From an optimization exercise on the open Yosys and OpenROAD flow, aimed at small area, a short achievable clock period and few clock cycles; shortcuts taken in it are not production practice. Only simulation tests tie the RTL to the original design; equivalence was not proved. No activity file was given, so power comes from the tool's default toggle rates.

main:
==> flow/design.v <==
`timescale 1ns / 1ps
module topmodule (
    input clk,
    input en,reset,
    output [31:0] imem_addr,
    input  [31:0] imem_rdata,
    output [31:0] dmem_addr,
    output [31:0] dmem_wdata,
    output dmem_we,
    input  [31:0] dmem_rdata,
    output halted
);
    reg [31:0] pc;
    reg [31:0] sp;
    reg        halt_r;
    reg [31:0] regi [1:15];
    reg        v2;           
    reg [31:0] a2;           
    reg [31:0] b2;           
    reg        ac2, as2;     
    reg        cin2;         
    reg [3:0]  f2;           
    reg [4:0]  w2;           
    reg        wen2;         
    reg        ld2, st2, push2, pop2, call2, ret2;
    reg        br2;          
    reg        pred2;        
    reg [2:0]  c2;           
    reg        retd2;        
    wire [32:0] sum33 = {a2, 1'b1} + {b2, cin2};
    wire [31:0] sum = sum33[32:1];
    reg  [3:0]  lut2;        
    always @(*) begin
        case (f2)
            4'd2: lut2 = 4'b1000;
            4'd3: lut2 = 4'b1110;
            4'd4: lut2 = 4'b0110;
            4'd5: lut2 = 4'b0011;
            4'd6, 4'd7, 4'd8, 4'd11: lut2 = 4'b1100;
            default: lut2 = 4'b0000;
        endcase
    end
    wire        arith = (f2 == 4'd0) | (f2 == 4'd1) | (f2 == 4'd9) | (f2 == 4'd10);
    wire        shl   = (f2 == 4'd6) & b2[0];
    wire        shr   = ((f2 == 4'd7) | (f2 == 4'd8)) & b2[0];
    wire        fill  = (f2 == 4'd7) & a2[31];
    reg  [31:0] res;
    integer j;
    always @(*) begin
        for (j = 0; j < 32; j = j + 1)
            res[j] = arith ? sum[j] :
                     shl ? ((j == 0) ? 1'b0 : a2[(j + 31) % 32]) :
                     shr ? ((j == 31) ? fill : a2[(j + 1) % 32]) :
                     lut2[{a2[j], b2[j]}];
    end
    function [29:0] inc30(input [29:0] x);
        integer i;
        for (i = 0; i < 30; i = i + 1)
            inc30[i] = x[i] ^ (&(x | ~({30{1'b1}} >> (30 - i))));
    endfunction
    function [29:0] dec30(input [29:0] x);
        integer i;
        for (i = 0; i < 30; i = i + 1)
            dec30[i] = x[i] ^ ~(|(x & ({30{1'b1}} >> (30 - i))));
    endfunction
    wire [31:0] spp4 = {inc30(sp[31:2]), sp[1:0]};
    wire [31:0] spm4 = {dec30(sp[31:2]), sp[1:0]};
    wire        ldw   = ld2 | pop2;
    wire [31:0] wd2   = ldw ? dmem_rdata : res;
    wire        wr2   = v2 & wen2;
    reg taken2;
    always @(*) begin
        case (c2)
            3'd0: taken2 = a2[31];
            3'd1: taken2 = ~a2[31];
            default: taken2 = (a2 == 32'd0);
        endcase
    end
    wire        redirect = v2 & ((ret2 & ~retd2) | (br2 & (taken2 ^ pred2)));
    wire [31:0] sp_s = ~v2 ? sp : (push2 | call2) ? spm4 : (pop2 | ret2) ? spp4 : sp;
    wire [31:0] sp_d = (wr2 && w2 == 5'd16) ? wd2 : sp_s;
    wire [11:0] bhi   = b2[31:20];
    wire        ainc  = ac2 & ~as2;
    wire        adec  = ~ac2 & as2;
    reg  [11:0] aflip;
    integer k;
    always @(*) begin
        for (k = 0; k < 12; k = k + 1)
            aflip[k] = (ainc & (&(bhi | ~({12{1'b1}} >> (12 - k))))) |
                       (adec & ~(|(bhi & ({12{1'b1}} >> (12 - k)))));
    end
    wire [31:0] maddr = {bhi ^ aflip, b2[19:0]};
    assign dmem_addr  = (ld2 | st2) ? maddr : (push2 | call2) ? sp : spp4;
    assign dmem_wdata = call2 ? b2 : a2;
    assign dmem_we    = en & v2 & (st2 | push2 | call2);
    assign imem_addr  = pc;
    assign halted     = halt_r;
    wire [31:0] ir = imem_rdata;
    wire [3:0]  op = ir[31:28];
    wire is_alur = (op == 4'd0);
    wire is_alui = (op == 4'd1) || (op == 4'd8);
    wire is_mem  = (op == 4'd2);
    wire is_jmp  = (op == 4'd3);
    wire is_br   = (op == 4'd4);
    wire is_stk  = (op == 4'd5);
    wire is_call = (op == 4'd6);
    wire is_ret  = (op == 4'd7);
    wire is_halt = (op == 4'd9);
    function [31:0] rdraw(input [4:0] r);
        integer k;
        begin
            rdraw = 32'd0;
            for (k = 1; k < 16; k = k + 1)
                rdraw = rdraw | ({32{r == k}} & regi[k]);
        end
    endfunction
    function [31:0] rdreg(input [4:0] r, input [31:0] raw);
        if (r[4]) rdreg = sp_d;
        else if (wr2 && w2 == r && r != 5'd0) rdreg = wd2;
        else rdreg = raw;
    endfunction
    wire [31:0] ra_raw = rdraw(ir[27:23]);
    wire [31:0] rb_raw = rdraw(ir[22:18]);
    wire [31:0] ra = rdreg(ir[27:23], ra_raw);
    wire [31:0] rb = rdreg(ir[22:18], rb_raw);
    wire [4:0]  rbase = ir[27:23];
    wire [31:0] base  = rbase[4] ? sp : ra_raw;
    wire        fwd_a = (wr2 & (w2 == rbase)) | (rbase[4] & v2 & (push2 | pop2 | call2 | ret2));
    wire        hazard = is_mem & fwd_a;
    wire [31:0] imm   = {{18{ir[17]}}, ir[17:4]};
    wire [20:0] alo   = {1'b0, base[19:0]} + {1'b0, imm[19:0]};
    wire [31:0] addr1 = {base[31:20], alo[19:0]};
    wire [3:0]  f1    = (is_alur | is_alui) ? ir[3:0] : 4'd0;
    wire        use4  = (f1 == 4'd9) | (f1 == 4'd10);
    wire        sub1  = (f1 == 4'd1) | (f1 == 4'd10);
    wire [31:0] bsel  = use4 ? 32'd4 : is_alur ? rb : imm;
    wire [31:0] npc    = {inc30(pc[31:2]), pc[1:0]};
    wire [29:0] offs   = is_br ? {{11{ir[22]}}, ir[22:4]} : {{2{ir[27]}}, ir[27:0]};
    wire [30:0] t31    = {pc[31:2], 1'b1} + {offs, 1'b1};
    wire [31:0] tgt_j  = {t31[30:1], pc[1:0]};
    wire [31:0] tgt_b  = tgt_j;
    wire [4:0]  w1   = is_alur ? ir[17:13] : is_stk ? ir[27:23] : ir[22:18];
    wire        wen1 = is_alur | is_alui | (is_mem & ~ir[0]) | (is_stk & ir[0]);
    wire        bdyn = (ir[2:0] == 3'd0) | (ir[2:0] == 3'd1) | (ir[2:0] == 3'd2);
    reg taken1;
    always @(*) begin
        case (ir[2:0])
            3'd7: taken1 = 1'b0;
            3'd0: taken1 = base[31];
            3'd1: taken1 = ~base[31];
            3'd2: taken1 = (base == 32'd0);
            default: taken1 = 1'b1;
        endcase
    end
    wire        bpred = is_br & bdyn & fwd_a;
    wire        pt1  = is_br & (bpred ? ir[22] : taken1);
    wire        rfast = is_ret & ~(ld2 | st2 | push2 | pop2 | call2 | ret2) & ~(wr2 & w2 == 5'd16);
    always @(posedge clk) begin
        if (reset) begin
            pc <= 32'd0;
            v2 <= 1'b0;
            halt_r <= 1'b0;
        end else if (en && !halt_r) begin
            if (redirect) pc <= ret2 ? dmem_rdata : b2;
            else if (hazard | is_halt) pc <= pc;
            else if (rfast) pc <= dmem_rdata;
            else if (is_jmp | is_call) pc <= tgt_j;
            else if (pt1) pc <= tgt_b;
            else pc <= npc;
            v2 <= ~redirect & ~is_halt & ~hazard;
            if (is_halt & ~redirect) halt_r <= 1'b1;
        end
    end
    always @(posedge clk) begin
        if (en) begin
            a2    <= (is_mem & ir[0]) ? rb : ra;
            b2    <= is_mem ? addr1 : (is_call | (bpred & ir[22])) ? npc : bpred ? tgt_b :
                     sub1 ? ~bsel : bsel;
            ac2   <= alo[20];
            as2   <= ir[17];
            br2   <= bpred;
            pred2 <= ir[22];
            c2    <= ir[2:0];
            cin2  <= sub1;
            f2    <= f1;
            w2    <= w1;
            wen2  <= wen1;
            ld2   <= is_mem & ~ir[0];
            st2   <= is_mem & ir[0];
            push2 <= is_stk & ~ir[0];
            pop2  <= is_stk & ir[0];
            call2 <= is_call;
            ret2  <= is_ret;
            retd2 <= rfast;
        end
    end
    always @(posedge clk) begin
        if (en && wr2 && w2[4] == 1'b0 && w2[3:0] != 4'd0) regi[w2[3:0]] <= wd2;
    end
    always @(posedge clk) begin
        if (reset) sp <= 32'd900;
        else if (en) sp <= sp_d;
    end
endmodule
Settings: LEC_CHECK=0, CAP_MARGIN=20, CORE_MARGIN=2, CORE_UTILIZATION=40, PLACE_DENSITY=0.6, SETUP_SLACK_MARGIN=0.15, SLEW_MARGIN=20, BUFFER_PORTS_ARGS=-buffer_cell sky130_fd_sc_hd__buf_2, CTS_ARGS=-sink_clustering_enable -repair_clock_nets -dont_use_dummy_load; clock period 5.5 ns.
standard.sh (not shown) runs the stock make flow with config.mk's settings and CLKGATE_MAP_FILE= SYNTH_SCRIPT=/design/flow/synth_recipe.tcl, a recipe that flattens the netlist after the stock synthesis.
==> flow/flow/run.sh <==
#!/bin/bash
# Standard layout (the standard.sh, unchanged synthesis) with extra ORFS
# settings from flow/extra.mk appended to the config: plain buffers on the
# ports instead of the default delay-cell buffers, and no dummy loads in the
# clock tree.
set -euo pipefail
cat flow/extra.mk >> config.mk
bash standard.sh > standard.log 2>&1
==> flow/flow/extra.mk <==
export BUFFER_PORTS_ARGS = -buffer_cell sky130_fd_sc_hd__buf_2
export CTS_ARGS = -sink_clustering_enable -repair_clock_nets -dont_use_dummy_load
Testbench counts of main, summed over its fixed seeds: cycles 73,073.
Input-level comparison between the feature branch and main:
diff --git a/flow/design.v b/flow/design.v
--- a/flow/design.v
+++ b/flow/design.v
@@ -28,31 +28,22 @@
     reg [2:0]  c2;           
     reg        retd2;        
     wire [32:0] sum33 = {a2, 1'b1} + {b2, cin2};
     wire [31:0] sum = sum33[32:1];
-    reg  [3:0]  lut2;        
+    reg [31:0] res;
     always @(*) begin
         case (f2)
-            4'd2: lut2 = 4'b1000;
-            4'd3: lut2 = 4'b1110;
-            4'd4: lut2 = 4'b0110;
-            4'd5: lut2 = 4'b0011;
-            4'd6, 4'd7, 4'd8, 4'd11: lut2 = 4'b1100;
-            default: lut2 = 4'b0000;
+            4'd0, 4'd1, 4'd9, 4'd10: res = sum;
+            4'd2: res = a2 & b2;
+            4'd3: res = a2 | b2;
+            4'd4: res = a2 ^ b2;
+            4'd5: res = ~a2;
+            4'd6: res = b2[0] ? {a2[30:0], 1'b0} : a2;
+            4'd7: res = b2[0] ? {a2[31], a2[31:1]} : a2;
+            4'd8: res = b2[0] ? {1'b0, a2[31:1]} : a2;
+            4'd11: res = a2;
+            default: res = 32'd0;
         endcase
-    end
-    wire        arith = (f2 == 4'd0) | (f2 == 4'd1) | (f2 == 4'd9) | (f2 == 4'd10);
-    wire        shl   = (f2 == 4'd6) & b2[0];
-    wire        shr   = ((f2 == 4'd7) | (f2 == 4'd8)) & b2[0];
-    wire        fill  = (f2 == 4'd7) & a2[31];
-    reg  [31:0] res;
-    integer j;
-    always @(*) begin
-        for (j = 0; j < 32; j = j + 1)
-            res[j] = arith ? sum[j] :
-                     shl ? ((j == 0) ? 1'b0 : a2[(j + 31) % 32]) :
-                     shr ? ((j == 31) ? fill : a2[(j + 1) % 32]) :
-                     lut2[{a2[j], b2[j]}];
     end
     function [29:0] inc30(input [29:0] x);
         integer i;
         for (i = 0; i < 30; i = i + 1)
@@ -78,19 +69,19 @@
     end
     wire        redirect = v2 & ((ret2 & ~retd2) | (br2 & (taken2 ^ pred2)));
     wire [31:0] sp_s = ~v2 ? sp : (push2 | call2) ? spm4 : (pop2 | ret2) ? spp4 : sp;
     wire [31:0] sp_d = (wr2 && w2 == 5'd16) ? wd2 : sp_s;
-    wire [11:0] bhi   = b2[31:20];
+    wire [7:0]  bhi   = b2[31:24];
     wire        ainc  = ac2 & ~as2;
     wire        adec  = ~ac2 & as2;
-    reg  [11:0] aflip;
+    reg  [7:0]  aflip;
     integer k;
     always @(*) begin
-        for (k = 0; k < 12; k = k + 1)
-            aflip[k] = (ainc & (&(bhi | ~({12{1'b1}} >> (12 - k))))) |
-                       (adec & ~(|(bhi & ({12{1'b1}} >> (12 - k)))));
+        for (k = 0; k < 8; k = k + 1)
+            aflip[k] = (ainc & (&(bhi | ~({8{1'b1}} >> (8 - k))))) |
+                       (adec & ~(|(bhi & ({8{1'b1}} >> (8 - k)))));
     end
-    wire [31:0] maddr = {bhi ^ aflip, b2[19:0]};
+    wire [31:0] maddr = {bhi ^ aflip, b2[23:0]};
     assign dmem_addr  = (ld2 | st2) ? maddr : (push2 | call2) ? sp : spp4;
     assign dmem_wdata = call2 ? b2 : a2;
     assign dmem_we    = en & v2 & (st2 | push2 | call2);
     assign imem_addr  = pc;
@@ -127,10 +118,10 @@
     wire [31:0] base  = rbase[4] ? sp : ra_raw;
     wire        fwd_a = (wr2 & (w2 == rbase)) | (rbase[4] & v2 & (push2 | pop2 | call2 | ret2));
     wire        hazard = is_mem & fwd_a;
     wire [31:0] imm   = {{18{ir[17]}}, ir[17:4]};
-    wire [20:0] alo   = {1'b0, base[19:0]} + {1'b0, imm[19:0]};
-    wire [31:0] addr1 = {base[31:20], alo[19:0]};
+    wire [24:0] alo   = {1'b0, base[23:0]} + {1'b0, imm[23:0]};
+    wire [31:0] addr1 = {base[31:24], alo[23:0]};
     wire [3:0]  f1    = (is_alur | is_alui) ? ir[3:0] : 4'd0;
     wire        use4  = (f1 == 4'd9) | (f1 == 4'd10);
     wire        sub1  = (f1 == 4'd1) | (f1 == 4'd10);
     wire [31:0] bsel  = use4 ? 32'd4 : is_alur ? rb : imm;
@@ -175,9 +166,9 @@
         if (en) begin
             a2    <= (is_mem & ir[0]) ? rb : ra;
             b2    <= is_mem ? addr1 : (is_call | (bpred & ir[22])) ? npc : bpred ? tgt_b :
                      sub1 ? ~bsel : bsel;
-            ac2   <= alo[20];
+            ac2   <= alo[24];
             as2   <= ir[17];
             br2   <= bpred;
             pred2 <= ir[22];
             c2    <= ir[2:0];
Notes after the runs:
Via count of the first global-routing pass: the feature branch > main. Clock latency of the later-clocked register in the worst-skew pair: the feature branch vs main down 0.02 ns. Of the feature branch and main, the run reporting the lower share of total power in the clock network was main. The feature branch: done, clean on timing, DRC and antenna. Relative to main, final net count has increased by 1.8% in the feature branch. The run showing the greater maximum cell stage delay along the critical path is main.
Testbench counts of the feature branch, summed over its fixed seeds: cycles 73,073.

-- port drivers added, routing unchanged --
In the flow no input, the clock included, has a driving cell. The finished layouts below were timed again as built, in two steps. Step 1 (the two cells are an assumption about what drives the block):
set clk [get_ports {clk}]
set_driving_cell -lib_cell sky130_fd_sc_hd__clkbuf_16 $clk
set_driving_cell -lib_cell sky130_fd_sc_hd__buf_2 [delete_from_list [all_inputs] $clk]
Step 2 moves the port delays by t, midway between the first and last clock arrival at a register: inputs arrive t later, outputs are due t later. That takes back most of the time a late clock gives input paths. Three values: ideal, step 1, step 2; two values: the first two.
| run | t, ns | slack for setup (ns) | worst hold slack (ns) | worst data-port slew with drivers (ns) |
|---|---|---|---|---|
| main | 0.703 | 0.305 / 0.305 / -0.303 | 0.553 / 0.553 / 0.553 | 0.15 |
| the feature branch | 0.696 | 0.323 / 0.323 / -0.324 | 0.545 / 0.545 / 0.545 | 0.17 |
With both steps, setup timing fails in main and the feature branch, where it was met with ideal ports. For the feature branch, which loses most, drivers alone change the setup slack by 0.000 ns; drivers and shift together by -0.647 ns.
